This is an optimization exercise on Yosys and OpenROAD, whose aim is small area and a short achievable clock period, not a production implementation. Function was checked by simulation only, so behaviour that the tests miss may differ from the original. Power is estimated from default activity; no workload was simulated.

Design Compressor, start of the top module:
module Compressor(CLK_8,RESET,Pixel,OB,SCLK);
input wire RESET,CLK_8;
input wire [7:0] Pixel;
output wire OB,SCLK;
function [15:0] f_add(input [15:0] a, input [15:0] b, input ci);
    integer i;
    reg c;
    begin
        c = ci;
        for (i = 0; i < 16; i = i + 1) begin
            f_add[i] = a[i] ^ b[i] ^ c;
            c = (a[i] & b[i]) | (c & (a[i] ^ b[i]));
        end
    end
endfunction
function [15:0] f_inc(input [15:0] a, input ci);
    integer i;
    reg c;
    begin
        c = ci;
        for (i = 0; i < 16; i = i + 1) begin
            f_inc[i] = a[i] ^ c;
            c = a[i] & c;
        end
    end
endfunction
reg [2:0] ph;
reg e0, e7;
wire [2:0] ph_inc;
assign ph_inc = f_inc(ph, 1'b1);
always @(posedge CLK_8)
    if (RESET) begin ph <= 3'd0; e0 <= 1'b1; e7 <= 1'b0; end
    else begin ph <= ph_inc; e0 <= (ph == 3'd7); e7 <= (ph == 3'd6); end
reg [8:0] rsum, rdif;
reg [1:0] turn;
reg [3:0] Cnt;
wire clip_c = (rsum < 9'd75) | (rsum > 9'd435)
            | (~rdif[8] & (rdif[7:0] > 8'd180))
            | ( rdif[8] & (rdif[7:0] < 8'd76));
wire nf_c = (rsum == 9'd0);
wire fp_c = (rsum == 9'd75) & (rdif == 9'd75);
wire tp_c = (rsum == 9'd77) & (rdif == 9'd77);
wire c0 = (Cnt == 4'd0), c1 = (Cnt == 4'd1), c2 = (Cnt == 4'd2), c3 = (Cnt == 4'd3);
wire c6 = (Cnt == 4'd6), c7 = (Cnt == 4'd7), c8 = (Cnt == 4'd8), c9 = (Cnt == 4'd9);
wire vss_c = (~tp_c | c6) & (c0 | c3 | c6 | c7 | c8 | c9);
wire v1_c = c1 | c2 | c7 | c8;
wire v2_c = c7 | c8;
wire uv_c = ~clip_c & (turn != 2'b00);
wire f_clip = clip_c;
wire f_vc   = vss_c & ~clip_c;
wire f_nf   = nf_c;
wire f_x1   = uv_c;
wire f_d1   = uv_c & v1_c & ~fp_c;
wire f_x2   = uv_c & v1_c;
wire f_d2   = uv_c & v2_c & ~tp_c;
wire [7:0] rs_inc2;
wire [8:0] rs_inc, rd_inc;
wire [3:0] cnt_inc;
assign rs_inc = f_inc(rsum, 1'b1);
assign rs_inc2 = f_inc(rsum[8:1], 1'b1);      
assign rd_inc = f_inc(rdif, 1'b1);
assign cnt_inc = f_inc(Cnt, 1'b1);
reg rst_q;
always @(posedge CLK_8) rst_q <= RESET;
always @(posedge CLK_8)
  ...
clock: 16.0 ns
lec_check: 0
cap_margin: 20
core_margin: 2
core_utilization: 60
cts_buf_list: sky130_fd_sc_hd__clkbuf_16
cts_cluster_diameter: 100
cts_cluster_size: 30
slew_margin: 20
standard.sh (not shown) runs the stock make flow with config.mk's settings and CLKGATE_MAP_FILE= SYNTH_SCRIPT=/design/flow/synth_recipe.tcl, a recipe that flattens the netlist after the stock synthesis.
==> flow/flow/run.sh <==
#!/bin/bash
export BUFFER_PORTS_ARGS="-buffer_cell sky130_fd_sc_hd__buf_2"
export SETUP_SLACK_MARGIN=11.9
export CTS_ARGS="-sink_clustering_enable -repair_clock_nets -sink_clustering_size 30 -sink_clustering_max_diameter 100 -buf_list sky130_fd_sc_hd__clkbuf_16 -distance_between_buffers 400 -branching_point_buffers_distance 400"
bash standard.sh > standard.log 2>&1
Then changed:
==> flow/flow/run.sh (replaced) <==
#!/bin/bash
export BUFFER_PORTS_ARGS="-buffer_cell sky130_fd_sc_hd__buf_2"
export SETUP_SLACK_MARGIN=11.9
export CTS_ARGS="-sink_clustering_enable -repair_clock_nets -sink_clustering_size 30 -sink_clustering_max_diameter 100 -buf_list sky130_fd_sc_hd__clkbuf_16 -dont_use_dummy_load"
bash standard.sh > standard.log 2>&1
The changed run completed with no timing, DRC or antenna violations.
Die area stays the same.
Non-clock buffer count is unchanged.
Clock skew increases by 0.026 ns.
Synthesized area is unchanged.
Wire length fell by 0.40%.
Worst hold slack is worse by 0.0032 ns.
Final cell count falls by 0.61%.
Synthesized cell count stays the same.
Then changed:
==> flow/flow/run.sh (replaced) <==
#!/bin/bash
export BUFFER_PORTS_ARGS="-buffer_cell sky130_fd_sc_hd__buf_2"
export SETUP_SLACK_MARGIN=11.9
bash standard.sh > standard.log 2>&1
Result:
- critical path depth stays the same
- non-clock buffer count does not change
- final area hardly moves
- synthesized area stays the same
- count of clock-buffer cells in the layout came out higher by 1
Then changed:
Settings changed: CTS_CLUSTER_DIAMETER 100 to 80, CTS_CLUSTER_SIZE 30 to 20.
The changed run finished with timing, DRC and antenna clean. Power goes up by 2.5%. Via count stays flat. Design area goes up by 0.90%. Wire length is about the same. Sequential power stays flat. Cell count goes up by 0.66%. Sequential cell count is unchanged. Register-to-register slack got worse by 0.10 ns. Die area does not change. Clock-buffer cell count goes up by 6.

* * *

Another version of the RTL of Compressor (not shown whole).
Size in the first run: ~1400 cells after synthesis, ~12 I/O pins.
Settings: LEC_CHECK=0, CAP_MARGIN=20, CORE_MARGIN=2, CORE_UTILIZATION=66, CTS_BUF_LIST=sky130_fd_sc_hd__clkbuf_16, CTS_CLUSTER_DIAMETER=100, CTS_CLUSTER_SIZE=30, SLEW_MARGIN=20; clock period 16.0 ns.
==> flow/flow/run.sh <==
#!/bin/bash
export BUFFER_PORTS_ARGS="-buffer_cell sky130_fd_sc_hd__buf_2"
export SETUP_SLACK_MARGIN=11.9
export CTS_ARGS="-sink_clustering_enable -repair_clock_nets -sink_clustering_size 30 -sink_clustering_max_diameter 100 -buf_list sky130_fd_sc_hd__clkbuf_16 -dont_use_dummy_load"
bash standard.sh > standard.log 2>&1
Change:
--- a/flow/flow/run.sh
+++ b/flow/flow/run.sh
@@ -3 +3 @@
-export SETUP_SLACK_MARGIN=11.9
+export SETUP_SLACK_MARGIN=12.1
CORE_UTILIZATION = 60   (was 66)
Setup slack improved by 0.0046 ns. Clock power hardly moves. Sequential share of layout area drops by 0.36 points. Die area climbs by roughly a tenth. Via count is about the same.
Change:
--- a/flow/flow/run.sh
+++ b/flow/flow/run.sh
@@ -3 +3 @@
-export SETUP_SLACK_MARGIN=12.1
+export SETUP_SLACK_MARGIN=11.9
CORE_UTILIZATION = 55   (was 60)
The new run finished clean.
Worst setup slack improved by 0.019 ns.
Wire length rises by a few percent.
Power rises slightly.
Cell count rises slightly.
Global-route usage falls by 1.4 points.
Register-to-register slack got worse by 0.14 ns.
Die area rises by a little under a tenth.
Via count falls slightly.
Design area is about the same.

==> re-timing with driven ports <==
In the flow no input, the clock included, has a driving cell. The finished layouts below were timed again as built, in two steps.
Step 1 assumes that a clkbuf_16 drives the clock port and a buf_2 every other input.
Step 2 moves the port delays by t, midway between the first and last clock arrival at a register: inputs arrive t later, outputs are due t later. That takes back most of the time a late clock gives input paths.
a / b / c = no drivers / after step 1 / after step 2; a / b = the first two.
| run | shift t [ns] | setup WS [ns] | hold slack, ns | worst setup path after step 2 |
|---|---|---|---|---|
| the first run of note 1 | 0.571 | 11.813 / 11.761 / 11.823 | 0.414 / 0.414 / 0.414 | input to register |
| the second run of note 1 | 0.552 | 11.829 / 11.778 / 11.810 | 0.411 / 0.411 / 0.411 | input to register |
| the third run of note 1 | 0.571 | 11.813 / 11.761 / 11.823 | 0.414 / 0.414 / 0.414 | input to register |
| the fourth run of note 1 | 0.580 | 11.811 / 11.760 / 11.810 | 0.404 / 0.404 / 0.404 | input to register |
| the first run of note 2 | 0.548 | 11.820 / 11.771 / 11.680 | 0.405 / 0.405 / 0.405 | input to register |
| the second run of note 2 | 0.542 | 11.825 / 11.774 / 11.776 | 0.401 / 0.401 / 0.401 | input to register |
| the third run of note 2 | 0.551 | 11.844 / 11.792 / 11.635 | 0.411 / 0.411 / 0.411 | input to register |
After both steps every run listed still meets setup and hold. The setup slack of the third run of note 2, which loses most, moves by -0.052 ns with the drivers and by -0.209 ns with both steps.
